Background: an optimization exercise with open tools, aiming at small area and a short achievable clock period. Do not read the settings as production practice.
The RTL was checked by simulation tests, not by an equivalence proof against the original design.
Power figures rest on the tool's default switching activity, not on a simulated workload.

==> flow/design.v (outline; a module is shown in full before it is edited, if it fits) <==
// module residual_block: 1055 lines
// module fa3: 4 lines
// module ha2: 4 lines
// module xor2: 3 lines
module residual_block (
    input clk,
    input rst,
    input start,
    output reg done,
    input  signed [127:0] input_tensor,
    input  [7:0]  conv1_weights_flat,
    input  [7:0]  conv1_bias_flat,
    input  [31:0] conv2_weights_flat,
    input  [7:0]  conv2_bias_flat,
    input  [7:0]  conv3_weights_flat,
    input  [7:0]  conv3_bias_flat,
    input  [7:0]  conv_shortcut_weights_flat,
    input  [7:0]  conv_shortcut_bias_flat,
    output reg signed [71:0] output_tensor
);
  // ...
==> flow/flow/run.sh <==
#!/bin/bash
set -euo pipefail
export BUFFER_PORTS_ARGS="-buffer_cell sky130_fd_sc_hd__buf_1"
export SETUP_SLACK_MARGIN=6.3
export TNS_END_PERCENT=0
bash standard.sh > standard_flow.log 2>&1
==> flow/standard.sh <==
#!/bin/bash
# synth_recipe.tcl (not shown) runs the flow's synth.tcl, then flattens the netlist and writes it again
# the make line also repeats each setting of config.mk as NAME=value (left out here)
make -C /OpenROAD-flow-scripts/flow DESIGN_CONFIG=/design/flow/config.mk WORK_HOME=/design/flow/orfs CLKGATE_MAP_FILE= SYNTH_SCRIPT=/design/flow/synth_recipe.tcl "${@:-finish}"
==> flow/config.mk <==
export PLATFORM = sky130hd
export DESIGN_NAME = residual_block
export DESIGN_NICKNAME = residual_block
export VERILOG_FILES = /design/flow/design.v
export SDC_FILE = /design/flow/constraint.sdc
export NUM_CORES = 4
export LEC_CHECK = 0
export CAP_MARGIN = 20
export CORE_MARGIN = 2
export CORE_UTILIZATION = 40
export SLEW_MARGIN = 20
export SYNTH_HIERARCHICAL = 1
==> flow/constraint.sdc <==
create_clock -name core_clock -period 10.0 [get_ports {clk}]
set_input_delay 2.0000 -clock core_clock [delete_from_list [all_inputs] [get_ports {clk}]]
set_output_delay 2.0000 -clock core_clock [all_outputs]
set_load 0.01 [all_outputs]
==> PnR_summary.wiki, run 1 <==
{| class="wikitable"
! Metric !! Value
|-
| Area used by sequential logic in the layout || 0.00640 mm^2
|-
| Required time of the worst setup path || approximately 10 ns
|-
| Net switching power of the design || about 3.6 mW
|-
| Path depth of the worst reg2reg path || 13
|-
| Critical register-to-register path endpoint || output_tensor[71]$_DFF_P_
|-
| Capture endpoint of the worst hold path || Zr[0]$_DFF_P_
|-
| Biggest power consumer among the groups || combinational cells
|-
| Vias per inst || 5.20
|-
| Register with the highest flop count || output_tensor
|-
| Internal reg-to-reg setup slack || around 6.4 ns
|-
| Die outline area || ~0.047 mm^2
|-
| Max transition margin || 32.2%
|-
| Multi-input combinational cell count || about 1100
|-
| Seq cells post-synth || 280
|-
| Startpoint of the most critical setup path || Cp[3]$_DFFE_PN_
|-
| Commonest non-fill, non-tap cell in the layout || sky130_fd_sc_hd__nand2_1
|-
| Ranking of synthesized cells by area || sky130_fd_sc_hd__dfxtp_1, sky130_fd_sc_hd__fa_1, sky130_fd_sc_hd__edfxtp_1
|-
| IO Port Bufs || ~290
|-
| Launching element type of the critical path || flip-flop
|-
| Combinational logic power || 5.38 mW
|-
| Result of the run || no timing/DRC/antenna violations
|-
| Minimum clock period || 3.56 ns
|-
| Detailed route wirelength on metal2 || 24100 um
|-
| Worst hold start || Z1[0]$_DFF_P_
|-
| Post-synth design cell area || 0.0180 mm^2
|-
| Top-Level Pins || just under 300
|-
| Sequential logic power || 1.88 mW
|-
| Initial Util || 40.5%
|-
| Post-route clock skew || roughly 0.014 ns
|-
| Met3 layer wire length in the routed design || 3750 um
|-
| Share of synthesized area spent on multiplexers || 11.4%
|-
| Number of flip-flops under the largest register name || approximately 70
|-
| Total Power || 8.45 mW
|-
| Static leakage || between 7 and 8 nW
|-
| Iter 0 DRT Violations || 784
|-
| Adder-cell area share of the yosys netlist || between 20% and 30%
|-
| Overall die height || 216 um
|-
| Cell Chain, Critical Path || fa_1 -> fa_1 -> fa_2 -> fa_1 -> inv_1 -> ha_1 -> ha_1 -> inv_1 -> nor2_1 -> nor2_2 -> o21ai_0 -> xnor2_1 -> mux2i_1
|-
| Number of filler instances in the final layout || ~4100
|-
| Clock transition at the register clock pins on the worst setup and hold paths after CTS || about 0.060 ns
|-
| Die Width || 216 um
|-
| Xor/xnor share of the synthesized area || 8.10%
|-
| Cell type group with the largest total delay on the critical path || adder cells
|-
| Global-route track usage on met2 || 36.6%
|-
| Number of enable flip-flop cells after synthesis || 77
|}
==> inputs of run 2 (changes only) <==
--- a/flow/flow/run.sh
+++ b/flow/flow/run.sh
@@ -4,3 +4,2 @@
 export SETUP_SLACK_MARGIN=6.3
-export TNS_END_PERCENT=0
 bash standard.sh > standard_flow.log 2>&1
==> run 2 against run 1 <==
Total power about the same. Via count about the same. Synthesized cell count unchanged. Sequential power hardly changed. Non-clock buffer count did not move. Clock power is essentially flat. Clock skew about the same. Combinational power is essentially flat. Register-to-register slack better by 0.07 ns. Area after synthesis did not move. Critical endpoint unchanged. Largest power group unchanged. Highest routed layer unchanged.
==> PnR_summary.wiki, run 2 <==
{| class="wikitable"
! Metric !! Value
|-
| Max Cap Violations || 0 (unchanged)
|-
| Standard cell with the maximum stage delay on the critical path || sky130_fd_sc_hd__fa_2 (unchanged)
|-
| First-pass GRT wire length || 79100 um (unchanged)
|-
| Count of unique library cells instantiated by Yosys || 56 (unchanged)
|-
| Post-detailed-placement half-perimeter wirelength || 42400 um (unchanged)
|-
| CTS Hold Bufs || 0 (unchanged)
|-
| Clock Path Buffers || 3 (unchanged)
|-
| Launching element type of the critical path || flip-flop (unchanged)
|-
| Post-Syn Nets || 2035 (unchanged)
|-
| Overall routed net length || 51600 um (about the same)
|-
| Result of the run || no timing/DRC/antenna violations (unchanged)
|-
| Antenna violations before repair || 1 (unchanged)
|-
| Max VDD drop || 381 uV (about the same)
|-
| Buf/Inv on CP || 2 (unchanged)
|-
| Highest cell delay on the worst timing path || 0.49 ns (was 0.58 ns)
|-
| Total core area || 0.0443 mm^2 (unchanged)
|-
| Register with the highest flop count || output_tensor (unchanged)
|-
| Fraction of post-synthesis cell area in the top cell type by area || 22.1% (unchanged)
|-
| Crit path capture type || flip-flop (unchanged)
|-
| H-tree lvl count || 1 (unchanged)
|-
| Power per cell area || 407 mW/mm^2 (about the same)
|-
| Total count of hold-check failures in the final report || 0 (unchanged)
|-
| Total GRT Usage || 22.2% (unchanged)
|-
| Cell count after synthesis || 1556 (unchanged)
|-
| Post-synth design cell area || 0.0180 mm^2 (unchanged)
|-
| IO Port Bufs || 291 (unchanged)
|-
| Remaining global-route overflow || 0 (unchanged)
|-
| Top-Level Pins || 292 (unchanged)
|-
| Ranking of synthesized cells by area || sky130_fd_sc_hd__dfxtp_1, sky130_fd_sc_hd__fa_1, sky130_fd_sc_hd__edfxtp_1 (unchanged)
|-
| Number of filler instances in the final layout || 4144 (unchanged)
|-
| Total Power || 8.46 mW (was 8.45 mW)
|-
| Post-detailed-route DRC marker count || 0 (unchanged)
|-
| Post-route clock skew || 0.0143 ns (about the same)
|-
| Commonest cells in the synthesized netlist || sky130_fd_sc_hd__nand2_1, sky130_fd_sc_hd__dfxtp_1, sky130_fd_sc_hd__fa_1, sky130_fd_sc_hd__xor2_1, sky130_fd_sc_hd__inv_1 (unchanged)
|-
| Max Fanout on Critical Path || 3 (unchanged)
|-
| Master cell of the clock root buffer || sky130_fd_sc_hd__clkbuf_16 (unchanged)
|-
| Cell type group with the largest total delay on the critical path || adder cells (unchanged)
|-
| Initial Util || 40.5% (unchanged)
|-
| Comb pwr share || 63.6% (about the same)
|-
| Final number of setup-violating endpoints || 0 (unchanged)
|-
| Commonest register cell after synthesis || sky130_fd_sc_hd__dfxtp_1 (unchanged)
|-
| Number of enable flip-flop cells after synthesis || 77 (unchanged)
|-
| Number of flip-flops under the largest register name || 72 (unchanged)
|-
| Vias per inst || 5.20 (about the same)
|-
| Mean instance size in the synthesized netlist || 11.5 um^2 (unchanged)
|-
| Antenna-violating nets left || 0 (unchanged)
|-
| Inserted Clock Buffers || 31 (unchanged)
|-
| RSZ-0062 raised after global routing || no (was yes)
|-
| Routability congestion estimate || 0.953 (unchanged)
|-
| Path depth of the worst reg2reg path || 13 (unchanged)
|-
| Transition time of the tightest slew-check pin || 1.02 ns (about the same)
|-
| Static leakage || 7.96 nW (about the same)
|-
| Overall die height || 216 um (unchanged)
|-
| Number of standard cells in the final layout excluding fillers || 2452 (unchanged)
|-
| Area used by sequential logic in the layout || 0.00640 mm^2 (unchanged)
|-
| Max transition margin || 32.2% (about the same)
|-
| Rows || 77 (unchanged)
|-
| Cells after DPL || 2389 (unchanged)
|-
| Latest clock arrival within the worst-skew pair || 0.58 ns (about the same)
|-
| Die outline area || 0.0466 mm^2 (unchanged)
|-
| TritonCTS clock tree || done (unchanged)
|-
| Arr. time, crit path || 3.94 ns (was 4.01 ns)
|-
| Number of detailed-route iterations in the first pass || 5 (was 4)
|-
| Clock transition at the register clock pins on the worst setup and hold paths after CTS || 0.06 ns (about the same)
|-
| Largest area contributor in the synthesized netlist || sky130_fd_sc_hd__dfxtp_1 (unchanged)
|-
| Seq cells post-synth || 280 (unchanged)
|-
| Most numerous cell in the Yosys netlist || sky130_fd_sc_hd__nand2_1 (unchanged)
|-
| Relative contribution of sequential cells to total power || 22.2% (about the same)
|-
| Number of stages on the worst setup path || 13 (unchanged)
|-
| Die Width || 216 um (unchanged)
|-
| Number of nets at the end of the flow || 2313 (unchanged)
|-
| Cell Chain, Critical Path || fa_1 -> fa_2 -> fa_2 -> fa_1 -> inv_1 -> ha_1 -> ha_1 -> inv_1 -> nor2_1 -> nor2_2 -> o21ai_1 -> xnor2_1 -> mux2i_1 (was fa_1 -> fa_1 -> fa_2 -> fa_1 -> inv_1 -> ha_1 -> ha_1 -> inv_1 -> nor2_1 -> nor2_2 -> o21ai_0 -> xnor2_1 -> mux2i_1)
|-
| Net switching power of the design || 3.63 mW (about the same)
|-
| Minimum clock period || 3.49 ns (was 3.56 ns)
|-
| Largest net degree at the start of global routing || 65 (unchanged)
|-
| Internal power || 4.83 mW (was 4.82 mW)
|-
| Most used cells in the layout excluding fill and tap cells || sky130_fd_sc_hd__nand2_1, sky130_fd_sc_hd__buf_1, sky130_fd_sc_hd__dfxtp_1 (was sky130_fd_sc_hd__nand2_1, sky130_fd_sc_hd__buf_1, sky130_fd_sc_hd__dfxtp_1, sky130_fd_sc_hd__fa_1, sky130_fd_sc_hd__xor2_1)
|-
| Final max-slew violation count || 0 (unchanged)
|-
| Clock power share || 14.2% (about the same)
|-
| Ys async rst share || 1.79% (unchanged)
|-
| Setup TNS after final layout || 0 ns (unchanged)
|-
| Final standard cell utilization of the core || 46.9% (about the same)
|-
| Number of clock sinks seen by CTS || 280 (unchanged)
|-
| Area delta synth->final || 15.6% (about the same)
|-
| Multi-input logic area || 0.0109 mm^2 (about the same)
|-
| Share of post-route cells with drive strength above 1 || 8.82% (was 8.77%)
|-
| Number of warnings reported in the yosys synthesis log || 7 (unchanged)
|-
| Worst hold stages || 1 (unchanged)
|-
| Overall via count from detail_route || 12800 (about the same)
|-
| Vias in the first global route || 13600 (unchanged)
|-
| Class of the tightest hold or removal check || flip-flop to flip-flop (unchanged)
|-
| Max Clk Rate || 287 MHz (was 281 MHz)
|-
| Start-to-end type of the worst setup path || flip-flop to flip-flop (unchanged)
|-
| WL/cell || 21.1 um (about the same)
|-
| Required time of the worst setup path || 10.46 ns (about the same)
|-
| Net switching share of the total power || 42.9% (about the same)
|-
| Seq/Total Area, Yosys || 35.6% (unchanged)
|-
| Iter 0 DRT Violations || 782 (was 784)
|-
| Fraction of the cycle the final worst path needs || 34.9% (was 35.6%)
|-
| Commonest non-fill, non-tap cell in the layout || sky130_fd_sc_hd__nand2_1 (unchanged)
|}
[run 2: cell counts after synthesis]
Identical to the previous run, type by type.
[run 2: metal layers]
layer  vias to the layer above  global-route usage [%]  wire [um]  share of wire, %
met3                        94                    3.59       3760               7.3
met2                       642                    36.6      24100                47
met4                         0                    8.45       1970               3.8
met5                         -                       0          0                 0
li1                       5727                       -          -                 -
met1                      6292                    29.6      21800                42
[run 2: path summary, 6_finish.rpt]
| check | startpoint | end | slack [ns] |
|---|---|---|---|
| max | Cp[3]$_DFFE_PN_ | output_tensor[71]$_DFF_P_ | 6.51 |
| min | Z1[0]$_DFF_P_ | Zr[0]$_DFF_P_ | 0.36 |
| max reg2reg | Cp[3]$_DFFE_PN_ | output_tensor[71]$_DFF_P_ | 6.51 |
| min reg2reg | Z1[0]$_DFF_P_ | Zr[0]$_DFF_P_ | 0.36 |
| max in group asynchronous | rst | done$_DFFE_PP0P_ | 8.42 |
| min in group asynchronous | rst | cnt[1]$_DFF_PP0_ | 1.34 |
[run 2: what timing repair did]
action | 4_1_cts | 5_1_grt
endpoints found under the hold margin | 0 | 0
setup endpoints to repair | 0 | 13
setup buffers | 0 | 4
gates resized for setup | 0 | 6
[run 2: metrics by stage]
step / setup slack [ns] / instance area [um^2] / hold WS [ns]
floorplan: 6.56 / 18000 / 0.338
global placement: 6.42 / 19600 / 0.357
detailed placement: 6.37 / 19600 / 0.355
CTS: 6.36 / 20700 / 0.365
global route: 6.30 / 20800 / 0.382
finish: 6.51 / 20800 / 0.364
[run 2: power by group through the flow]
stage          registers, mW  logic, mW  clock network, mW
3_5_place_dp            1.91       5.44                  0
6_report                1.88       5.38               1.20
2_1_floorplan           1.76       4.32                  0
3_3_place_gp            1.91       5.30                  0
4_1_cts                 1.88       5.47               1.23
5_1_grt                 1.91       6.15               1.27
[run 2: worst reg2reg max path: stages, from the launching register on]
cell,delay (ns)
sky130_fd_sc_hd__edfxtp_1,0.39
sky130_fd_sc_hd__fa_1,0.42
sky130_fd_sc_hd__fa_2,0.36
sky130_fd_sc_hd__fa_2,0.49
sky130_fd_sc_hd__fa_1,0.49
sky130_fd_sc_hd__inv_1,0.04
sky130_fd_sc_hd__ha_1,0.27
sky130_fd_sc_hd__ha_1,0.29
sky130_fd_sc_hd__inv_1,0.10
sky130_fd_sc_hd__nor2_1,0.07
sky130_fd_sc_hd__nor2_2,0.14
sky130_fd_sc_hd__o21ai_1,0.10
sky130_fd_sc_hd__xnor2_1,0.13
sky130_fd_sc_hd__mux2i_1,0.08
[run 2: kinds of logic after synthesis]
group	Yosys count	synth area share (%)
simple gates	460	10.5
xor+xnor	164	8.10
fa+ha+maj	260	26.3
flops	280	35.6
compound gates	115	4.44
mux	115	11.4
buf+inv	162	3.58
[run 2: cell type report]
class,instances,share of cell area [%]
multi-input combinational,1114,52.7
sequential,280,30.8
timing repair buffer,302,5.66
clock buffer,38,4.26
tap,592,3.57
inverter,105,1.92
clock inverter,20,1.10
antenna,1,0.0120
[run 2: Yosys stat by module (local to each module, per instance)]
module	times used	flops+latches	cells inside	cell area (um^2)
xor2	120	0	1	8.76
residual_block	1	280	1252	13300
ha2	4	0	1	12.5
fa3	180	0	1	20.0
==> inputs of run 3 (changes only) <==
==> flow/flow/run.sh (replaced) <==
#!/bin/bash
set -euo pipefail
export BUFFER_PORTS_ARGS="-buffer_cell sky130_fd_sc_hd__buf_1"
bash standard.sh > standard_flow.log 2>&1
==> run 3 against run 2 <==
Still clean on timing, DRC and antenna. Non-clock buffer count is 4 lower. Global-route usage did not move. First-iteration DRC count shrank 6.6%. Final cell count down 0.16%. Design area fell by 0.21%. Combinational power about the same. Sequential share of layout area grew 0.065 points. Largest cell class unchanged. Largest power group unchanged. Highest routed layer unchanged.
==> PnR_summary.wiki, run 3 <==
{| class="wikitable"
! Metric !! Value
|-
| Post-synth design cell area || 0.0180 mm^2 (unchanged)
|-
| H-tree lvl count || 1 (unchanged)
|-
| Crit path capture type || flip-flop (unchanged)
|-
| Area used by sequential logic in the layout || 0.00640 mm^2 (unchanged)
|-
| Max VDD drop || 381 uV (about the same)
|-
| Internal reg-to-reg setup slack || 6.28 ns (was 6.51 ns)
|-
| First-pass GRT wire length || 79100 um (unchanged)
|-
| RSZ-0062 raised after global routing || no (unchanged)
|-
| Area delta synth->final || 15.4% (was 15.6%)
|-
| Number of enable flip-flop cells after synthesis || 77 (unchanged)
|-
| Multi-input logic area || 0.0109 mm^2 (about the same)
|-
| PnR worst setup slack || 6.28 ns (was 6.51 ns)
|-
| Rows || 77 (unchanged)
|-
| Largest area contributor in the synthesized netlist || sky130_fd_sc_hd__dfxtp_1 (unchanged)
|-
| Share of post-route cells with drive strength above 1 || 8.36% (was 8.82%)
|-
| Overall die height || 216 um (unchanged)
|-
| CTS Hold Bufs || 0 (unchanged)
|-
| Antenna violations before repair || 1 (unchanged)
|-
| Total Power || 8.44 mW (was 8.46 mW)
|-
| Initial Util || 40.5% (unchanged)
|-
| Worst slack, placed || 6.37 ns (unchanged)
|-
| Register with the highest flop count || output_tensor (unchanged)
|-
| Max transition margin || 31.7% (was 32.2%)
|-
| Critical register-to-register path endpoint || XS[2]$_DFF_P_ (was output_tensor[71]$_DFF_P_)
|-
| Class of the tightest hold or removal check || flip-flop to flip-flop (unchanged)
|-
| Total GRT Usage || 22.2% (unchanged)
|-
| Cell occurring most often along the worst timing path || sky130_fd_sc_hd__inv_1
|-
| Remaining global-route overflow || 0 (unchanged)
|-
| Post-detailed-placement half-perimeter wirelength || 42400 um (unchanged)
|-
| Number of post-CTS setup repair buffers || 0 (unchanged)
|-
| IO Port Bufs || 291 (unchanged)
|-
| Number of flip-flops under the largest register name || 72 (unchanged)
|-
| Transition time of the tightest slew-check pin || 1.02 ns (about the same)
|-
| Max Cap Violations || 0 (unchanged)
|-
| Commonest cells in the synthesized netlist || sky130_fd_sc_hd__nand2_1, sky130_fd_sc_hd__dfxtp_1, sky130_fd_sc_hd__fa_1, sky130_fd_sc_hd__xor2_1, sky130_fd_sc_hd__inv_1 (unchanged)
|-
| Number of filler instances in the final layout || 4143 (was 4144)
|-
| Top-Level Pins || 292 (unchanged)
|-
| Launching element type of the critical path || flip-flop (unchanged)
|-
| Master cell of the clock root buffer || sky130_fd_sc_hd__clkbuf_16 (unchanged)
|-
| TritonCTS clock tree || done (unchanged)
|-
| Clock Path Buffers || 3 (unchanged)
|-
| Max Fanout on Critical Path || 34 (was 3)
|-
| Clock transition at the register clock pins on the worst setup and hold paths after CTS || 0.07 ns (was 0.06 ns)
|-
| Capture endpoint of the worst hold path || Zr[0]$_DFF_P_ (unchanged)
|-
| Die Width || 216 um (unchanged)
|-
| Cell count after synthesis || 1556 (unchanged)
|-
| Count of unique library cells instantiated by Yosys || 56 (unchanged)
|-
| Fraction of the cycle the final worst path needs || 37.2% (was 34.9%)
|-
| Worst hold stages || 1 (unchanged)
|-
| Path depth of the worst reg2reg path || 9 (was 13)
|-
| Latest clock arrival within the worst-skew pair || 0.58 ns (about the same)
|-
| Static leakage || 7.94 nW (was 7.96 nW)
|-
| Start-to-end type of the worst setup path || flip-flop to flip-flop (unchanged)
|-
| Worst hold start || Z1[0]$_DFF_P_ (unchanged)
|-
| Total count of hold-check failures in the final report || 0 (unchanged)
|-
| Startpoint of the worst-slack reg-to-reg timing path || cnt[0]$_DFF_PP0_ (was Cp[3]$_DFFE_PN_)
|-
| Highest cell delay on the worst timing path || 0.99 ns (was 0.49 ns)
|-
| Number of clock sinks seen by CTS || 280 (unchanged)
|-
| Number of detailed-route iterations in the first pass || 5 (unchanged)
|-
| Most numerous cell in the Yosys netlist || sky130_fd_sc_hd__nand2_1 (unchanged)
|-
| Largest net degree at the start of global routing || 65 (unchanged)
|-
| Iter 0 DRT Violations || 730 (was 782)
|-
| Vias per inst || 5.22 (was 5.20)
|-
| Vias in the first global route || 13600 (unchanged)
|-
| Commonest non-fill, non-tap cell in the layout || sky130_fd_sc_hd__nand2_1 (unchanged)
|-
| Inserted Clock Buffers || 31 (unchanged)
|-
| Mean instance size in the synthesized netlist || 11.5 um^2 (unchanged)
|-
| Cell type group with the largest total delay on the critical path || buffers and inverters (was adder cells)
|-
| Post-detailed-route DRC marker count || 0 (unchanged)
|-
| Post-route clock skew || 0.0133 ns (was 0.0143 ns)
|-
| Seq cells post-synth || 280 (unchanged)
|-
| Minimum clock period || 3.72 ns (was 3.49 ns)
|-
| Result of the run || no timing/DRC/antenna violations (unchanged)
|-
| Ranking of synthesized cells by area || sky130_fd_sc_hd__dfxtp_1, sky130_fd_sc_hd__fa_1, sky130_fd_sc_hd__edfxtp_1 (unchanged)
|-
| Cell Chain, Critical Path || buf_4 -> inv_1 -> ha_1 -> inv_1 -> o21ai_2 -> o22ai_1 -> a221o_1 -> a32oi_1 -> nand2_1 (was fa_1 -> fa_2 -> fa_2 -> fa_1 -> inv_1 -> ha_1 -> ha_1 -> inv_1 -> nor2_1 -> nor2_2 -> o21ai_1 -> xnor2_1 -> mux2i_1)
|-
| Overall routed net length || 51600 um (about the same)
|-
| Ys async rst share || 1.79% (unchanged)
|-
| Die outline area || 0.0466 mm^2 (unchanged)
|-
| Power per cell area || 407 mW/mm^2 (about the same)
|-
| Cells resized by post-CTS repair || 0 (unchanged)
|-
| Final standard cell utilization of the core || 46.8% (was 46.9%)
|-
| Number of nets at the end of the flow || 2309 (was 2313)
|-
| Final max-slew violation count || 0 (unchanged)
|-
| Total core area || 0.0443 mm^2 (unchanged)
|-
| Antenna-violating nets left || 0 (unchanged)
|-
| Max Clk Rate || 269 MHz (was 287 MHz)
|-
| Final number of setup-violating endpoints || 0 (unchanged)
|-
| Standard cell with the maximum stage delay on the critical path || sky130_fd_sc_hd__ha_1 (was sky130_fd_sc_hd__fa_2)
|-
| Arr. time, crit path || 4.20 ns (was 3.94 ns)
|-
| Overall via count from detail_route || 12800 (about the same)
|-
| Number of warnings reported in the yosys synthesis log || 7 (unchanged)
|-
| WL/cell || 21.1 um (about the same)
|-
| Most used cells in the layout excluding fill and tap cells || sky130_fd_sc_hd__nand2_1, sky130_fd_sc_hd__buf_1, sky130_fd_sc_hd__fa_1 (was sky130_fd_sc_hd__nand2_1, sky130_fd_sc_hd__buf_1, sky130_fd_sc_hd__dfxtp_1)
|-
| Required time of the worst setup path || 10.47 ns (was 10.46 ns)
|-
| Buf/Inv on CP || 3 (was 2)
|-
| Seq/Total Area, Yosys || 35.6% (unchanged)
|-
| Setup TNS after final layout || 0 ns (unchanged)
|-
| Routability congestion estimate || 0.953 (unchanged)
|-
| Post-Syn Nets || 2035 (unchanged)
|-
| Fraction of post-synthesis cell area in the top cell type by area || 22.1% (unchanged)
|-
| Commonest register cell after synthesis || sky130_fd_sc_hd__dfxtp_1 (unchanged)
|-
| Number of stages on the worst setup path || 9 (was 13)
|}
-- run 3: worst max path at each step --
stage,startpoint,endpoint
floorplan,Cp[3]$_DFFE_PN_,output_tensor[71]$_DFF_P_
global placement,conv3_weights_flat[0],Z1[9]$_DFF_P_
detailed placement,cnt[0]$_DFF_PP0_,XS[0]$_DFF_P_
finish,cnt[0]$_DFF_PP0_,XS[2]$_DFF_P_
global route,cnt[0]$_DFF_PP0_,XS[4]$_DFF_P_
CTS,cnt[0]$_DFF_PP0_,XS[0]$_DFF_P_
-- run 3: kinds of logic (layout without fill, tap and decap cells) --
family | count (synthesis) | after routing | share of synthesized area [%]
fa+ha+maj | 260 | 260 | 26.3
flops | 280 | 280 | 35.6
xor+xnor | 164 | 164 | 8.10
mux | 115 | 115 | 11.4
buf+inv | 162 | 461 | 3.58
compound gates | 115 | 115 | 4.44
other cells | 0 | 1 | 0
simple gates | 460 | 460 | 10.5
-- run 3: metrics by stage --
| step | instance area, um^2 | hold WS, ns | instances |
|---|---|---|---|
| after detailed placement | 19600 | 0.355 | 2389 |
| after global placement | 19600 | 0.357 | 2389 |
| final | 20700 | 0.364 | 2448 |
| after floorplan | 18000 | 0.338 | 1556 |
| after global routing | 20700 | 0.382 | 2447 |
| after CTS | 20700 | 0.365 | 2447 |
-- run 3: power by group --
part           internal (mW)  switching, mW  total [mW]
combinational           2.53           2.83        5.36
sequential              1.58          0.298        1.88
clock                  0.699          0.499        1.20
total                   4.81           3.62        8.44
-- run 3: layer usage --
metal	part of all wire, %	routed length (um)	global-route usage (%)	up-vias
met5	0	0	0	-
met4	3.8	1950	8.45	0
met3	7.3	3750	3.59	94
met2	47	24100	36.6	663
met1	42	21800	29.6	6305
li1	-	-	-	5717
-- run 3: Yosys stat by module, one instance, submodules excluded --
module,cell area (um^2),copies in the design,flip-flops and latches
xor2,8.76,120,0
fa3,20.0,180,0
residual_block,13300,1,280
ha2,12.5,4,0
-- run 3: layout make-up --
class                      instances  share of cell area [%]
sequential                       280                    30.9
tap                              592                    3.57
multi-input combinational       1114                    52.7
inverter                         105                    1.90
antenna                            1                  0.0121
clock inverter                    20                    1.10
clock buffer                      38                    4.27
timing repair buffer             298                    5.52
==> inputs of run 4 (changes only) <==
==> flow/flow/run.sh (replaced) <==
#!/bin/bash
set -euo pipefail
export BUFFER_PORTS_ARGS="-buffer_cell sky130_fd_sc_hd__buf_1"
export SETUP_SLACK_MARGIN=6.7
export TNS_END_PERCENT=0
bash standard.sh > standard_flow.log 2>&1
==> run 4 against run 3 <==
Critical endpoint is now output_tensor[66]$_DFF_P_. Still clean. Non-clock buffer count grew 6. Die area did not move. Synthesized cell count unchanged. Sequential power about the same. Register-to-register slack better by 0.37 ns.
==> PnR_summary.wiki, run 4 <==
{| class="wikitable"
! Metric !! Value
|-
| Required time of the worst setup path || 10.48 ns (was 10.47 ns)
|-
| Seq cells post-synth || 280 (unchanged)
|-
| Clock Path Buffers || 3 (unchanged)
|-
| Start-to-end type of the worst setup path || flip-flop to flip-flop (unchanged)
|-
| Overall routed net length || 52000 um (was 51600 um)
|-
| Top-Level Pins || 292 (unchanged)
|-
| Number of stages on the worst setup path || 11 (was 9)
|-
| Minimum clock period || 3.36 ns (was 3.72 ns)
|-
| Mean instance size in the synthesized netlist || 11.5 um^2 (unchanged)
|-
| Max Cap Violations || 0 (unchanged)
|-
| Number of warnings reported in the yosys synthesis log || 7 (unchanged)
|-
| Number of enable flip-flop cells after synthesis || 77 (unchanged)
|-
| Ranking of synthesized cells by area || sky130_fd_sc_hd__dfxtp_1, sky130_fd_sc_hd__fa_1, sky130_fd_sc_hd__edfxtp_1 (unchanged)
|-
| Die outline area || 0.0466 mm^2 (unchanged)
|-
| Cell count after synthesis || 1556 (unchanged)
|-
| RSZ-0062 raised after global routing || yes (was no)
|-
| Relative contribution of sequential cells to total power || 21.9% (was 22.3%)
|-
| Cell occurring most often along the worst timing path || sky130_fd_sc_hd__fa_2 (was sky130_fd_sc_hd__inv_1)
|-
| Master cell of the clock root buffer || sky130_fd_sc_hd__clkbuf_16 (unchanged)
|-
| Static leakage || 7.91 nW (was 7.94 nW)
|-
| Total count of hold-check failures in the final report || 0 (unchanged)
|-
| Clock power share || 12.9% (was 14.2%)
|-
| Rows || 77 (unchanged)
|-
| Max Clk Rate || 298 MHz (was 269 MHz)
|-
| Ys async rst share || 1.79% (unchanged)
|-
| Worst slack, placed || 6.34 ns (was 6.37 ns)
|-
| Vias per inst || 5.17 (was 5.22)
|-
| Launching element type of the critical path || flip-flop (unchanged)
|-
| Arr. time, crit path || 3.83 ns (was 4.20 ns)
|-
| Buf/Inv on CP || 2 (was 3)
|-
| Post-synth design cell area || 0.0180 mm^2 (unchanged)
|-
| Number of nets at the end of the flow || 2314 (was 2309)
|-
| CTS Hold Bufs || 0 (unchanged)
|-
| Number of flip-flops under the largest register name || 72 (unchanged)
|-
| Standard cell with the maximum stage delay on the critical path || sky130_fd_sc_hd__fa_2 (was sky130_fd_sc_hd__ha_1)
|-
| Post-route clock skew || 0.0352 ns (was 0.0133 ns)
|-
| Net switching power of the design || 3.68 mW (was 3.62 mW)
|-
| Clock transition at the register clock pins on the worst setup and hold paths after CTS || 0.06 ns (was 0.07 ns)
|-
| Latest clock arrival within the worst-skew pair || 0.60 ns (was 0.58 ns)
|-
| First-pass GRT wire length || 79400 um (was 79100 um)
|-
| Seq/Total Area, Yosys || 35.6% (unchanged)
|-
| TritonCTS clock tree || done (unchanged)
|-
| Commonest register cell after synthesis || sky130_fd_sc_hd__dfxtp_1 (unchanged)
|-
| Path depth of the worst reg2reg path || 11 (was 9)
|-
| Post-Syn Nets || 2035 (unchanged)
|-
| Final max-slew violation count || 0 (unchanged)
|-
| Initial Util || 40.5% (unchanged)
|-
| Setup TNS after final layout || 0 ns (unchanged)
|-
| Share of post-route cells with drive strength above 1 || 8.99% (was 8.36%)
|-
| Transition time of the tightest slew-check pin || 1.00 ns (was 1.02 ns)
|-
| Total core area || 0.0443 mm^2 (unchanged)
|-
| Fraction of the cycle the final worst path needs || 33.6% (was 37.2%)
|-
| Crit path capture type || flip-flop (unchanged)
|-
| Count of unique library cells instantiated by Yosys || 56 (unchanged)
|-
| Highest cell delay on the worst timing path || 0.57 ns (was 0.99 ns)
|-
| Area delta synth->final || 15.5% (was 15.4%)
|-
| Internal power || 4.89 mW (was 4.81 mW)
|-
| Post-detailed-placement half-perimeter wirelength || 42400 um (about the same)
|-
| Largest net degree at the start of global routing || 65 (unchanged)
|-
| Routability congestion estimate || 0.963 (was 0.953)
|-
| Number of filler instances in the final layout || 4137 (was 4143)
|-
| Fraction of post-synthesis cell area in the top cell type by area || 22.1% (unchanged)
|-
| Overall die height || 216 um (unchanged)
|-
| Max Fanout on Critical Path || 8 (was 34)
|-
| PnR worst setup slack || 6.64 ns (was 6.28 ns)
|-
| Number of detailed-route iterations in the first pass || 5 (unchanged)
|-
| Max VDD drop || 423 uV (was 381 uV)
|-
| Cell type group with the largest total delay on the critical path || adder cells (was buffers and inverters)
|-
| Comb pwr share || 65.2% (was 63.5%)
|-
| Final standard cell utilization of the core || 46.8% (about the same)
|-
| Most used cells in the layout excluding fill and tap cells || sky130_fd_sc_hd__nand2_1, sky130_fd_sc_hd__buf_1, sky130_fd_sc_hd__dfxtp_1 (was sky130_fd_sc_hd__nand2_1, sky130_fd_sc_hd__buf_1, sky130_fd_sc_hd__fa_1)
|-
| Commonest non-fill, non-tap cell in the layout || sky130_fd_sc_hd__nand2_1 (unchanged)
|-
| Most numerous cell in the Yosys netlist || sky130_fd_sc_hd__nand2_1 (unchanged)
|-
| Overall via count from detail_route || 12700 (was 12800)
|-
| Post-detailed-route DRC marker count || 0 (unchanged)
|-
| Final antenna diode count || 0 (was 1)
|-
| Class of the tightest hold or removal check || flip-flop to flip-flop (unchanged)
|-
| Largest area contributor in the synthesized netlist || sky130_fd_sc_hd__dfxtp_1 (unchanged)
|-
| Power per cell area || 413 mW/mm^2 (was 407 mW/mm^2)
|-
| Remaining global-route overflow || 0 (unchanged)
|-
| Inserted Clock Buffers || 30 (was 31)
|-
| Total GRT Usage || 22.5% (was 22.2%)
|-
| Final number of setup-violating endpoints || 0 (unchanged)
|-
| Register with the highest flop count || output_tensor (unchanged)
|-
| Max transition margin || 33.2% (was 31.7%)
|-
| Die Width || 216 um (unchanged)
|-
| Layout Cell Area excl Fill || 0.0207 mm^2 (about the same)
|-
| Commonest cells in the synthesized netlist || sky130_fd_sc_hd__nand2_1, sky130_fd_sc_hd__dfxtp_1, sky130_fd_sc_hd__fa_1, sky130_fd_sc_hd__xor2_1, sky130_fd_sc_hd__inv_1 (unchanged)
|-
| Cell Chain, Critical Path || fa_2 -> fa_2 -> fa_2 -> buf_4 -> inv_1 -> ha_1 -> o211ai_1 -> a21oi_1 -> a211oi_2 -> xnor2_4 -> mux2_1 (was buf_4 -> inv_1 -> ha_1 -> inv_1 -> o21ai_2 -> o22ai_1 -> a221o_1 -> a32oi_1 -> nand2_1)
|-
| IO Port Bufs || 291 (unchanged)
|-
| Iter 0 DRT Violations || 738 (was 730)
|-
| Area after detailed placement || 0.0196 mm^2 (about the same)
|-
| Vias in the first global route || 13500 (was 13600)
|-
| Result of the run || no timing/DRC/antenna violations (unchanged)
|-
| Antenna-violating nets left || 0 (unchanged)
|-
| WL/cell || 21.2 um (was 21.1 um)
|-
| Antenna violations before repair || 1 (unchanged)
|-
| Worst hold stages || 1 (unchanged)
|-
| Net switching share of the total power || 42.9% (was 43.0%)
|-
| Number of clock sinks seen by CTS || 280 (unchanged)
|-
| H-tree lvl count || 1 (unchanged)
|-
| Hold slack final || 0.380 ns (was 0.364 ns)
|}
## run 4: final cells by class
type / instances / area [um^2] / area share, %
Multi-Input combinational cell: 1114 / 11000 / 53.1
Clock buffer: 41 / 858 / 4.14
Clock inverter: 14 / 141 / 0.682
Sequential cell: 280 / 6400 / 30.9
Timing Repair Buffer: 304 / 1190 / 5.74
Inverter: 105 / 398 / 1.92
Tap cell: 592 / 741 / 3.57
## run 4: metal layers
layer / global-route usage (%) / routed length (um) / vias up
met2: 37.7 / 24700 / 595
met3: 3.96 / 3880 / 82
met1: 29.8 / 21900 / 6277
met5: 0 / 13 / -
li1: - / - / 5707
met4: 6.69 / 1450 / 2
## run 4: worst reg2reg max path, stage by stage (launching register included)
cell and delay [ns]:
sky130_fd_sc_hd__edfxtp_1 0.39, sky130_fd_sc_hd__fa_2 0.38, sky130_fd_sc_hd__fa_2 0.38, sky130_fd_sc_hd__fa_2 0.57
sky130_fd_sc_hd__buf_4 0.12, sky130_fd_sc_hd__inv_1 0.04, sky130_fd_sc_hd__ha_1 0.27, sky130_fd_sc_hd__o211ai_1 0.09
sky130_fd_sc_hd__a21oi_1 0.07, sky130_fd_sc_hd__a211oi_2 0.32, sky130_fd_sc_hd__xnor2_4 0.25, sky130_fd_sc_hd__mux2_1 0.36
## run 4: power groups by stage
stage	clock [mW]	combinational, mW	sequential (mW)
detailed placement	0	5.44	1.91
global route	1.18	6.39	1.91
floorplan	0	4.34	1.77
finish	1.10	5.59	1.88
CTS	1.14	5.48	1.88
global placement	0	5.34	1.90
## run 4: cell families (layout without fill, tap and decap cells)
kind of cell	Yosys count	in the layout	share of synthesized area, %
AO/OA/AOI/OAI	115	115	4.44
XOR/XNOR	164	164	8.10
adder cells (fa/ha/maj)	260	260	26.3
buffers and inverters	162	464	3.58
flip-flops	280	280	35.6
multiplexers	115	115	11.4
AND/OR/NAND/NOR	460	460	10.5
## run 4: per-stage QoR
stage	total power [mW]	cells
3_3_place_gp	7.24	2389
2_1_floorplan	6.10	1556
4_1_cts	8.50	2446
3_5_place_dp	7.35	2389
5_1_grt	9.48	2450
6_report	8.57	2450
## run 4: worst paths after layout
kind,slack [ns],to,from
setup / recovery,6.64,output_tensor[66]$_DFF_P_,Cp[4]$_DFFE_PN_
hold reg to reg,0.38,Zr[0]$_DFF_P_,Z1[0]$_DFF_P_
max in group asynchronous,8.46,cnt[3]$_DFF_PP0_,rst
min in group asynchronous,1.34,done$_DFFE_PP0P_,rst
hold / removal,0.38,Zr[0]$_DFF_P_,Z1[0]$_DFF_P_
setup reg to reg,6.64,output_tensor[66]$_DFF_P_,Cp[4]$_DFFE_PN_
## run 4: per-module statistics from Yosys, one instance, submodules excluded
module          cells  cell area, um^2  times used  flip-flops and latches
fa3                 1             20.0         180                       0
ha2                 1             12.5           4                       0
residual_block   1252            13300           1                     280
xor2                1             8.76         120                       0
## run 4: repair_timing
| item | in CTS | in global routing |
|---|---|---|
| endpoints found under the hold margin | 0 | 0 |
| setup buffers | 2 | 4 |
| pin swaps | 6 | 7 |
| endpoints found under the setup margin | 19 | 27 |
| gates resized for setup | 3 | 11 |

==> port drivers added, routing unchanged <==
How much do the figures lean on ideal ports? The routed layouts below were timed once more, with nothing changed but the port constraints. Step 1 sets driving cells, clkbuf_16 on the clock port and buf_2 on the other inputs (assumed; they add their load-dependent delay and slew). Step 2 times the ports against the registers' clock, not the clock port: input delays grow and output delays shrink by t, the midpoint of the rising clock arrivals with the driver on. Three values: ideal, step 1, step 2; two values: the first two.
| run | t, ns | slack for setup (ns) | worst setup path after step 2 | worst register clock-pin slew, ns |
|---|---|---|---|---|
| run 1 | 0.630 | 6.444 / 6.444 / 6.386 | input to register | 0.07 / 0.07 |
| run 2 | 0.630 | 6.513 / 6.513 / 6.383 | input to register | 0.07 / 0.07 |
| run 3 | 0.631 | 6.277 / 6.277 / 6.277 | register to register | 0.07 / 0.07 |
| run 4 | 0.639 | 6.643 / 6.643 / 6.373 | input to register | 0.07 / 0.07 |
After both steps setup and hold are still met in every run listed. For run 4, which loses most, drivers alone change the setup slack by 0.000 ns; drivers and shift together by -0.270 ns.
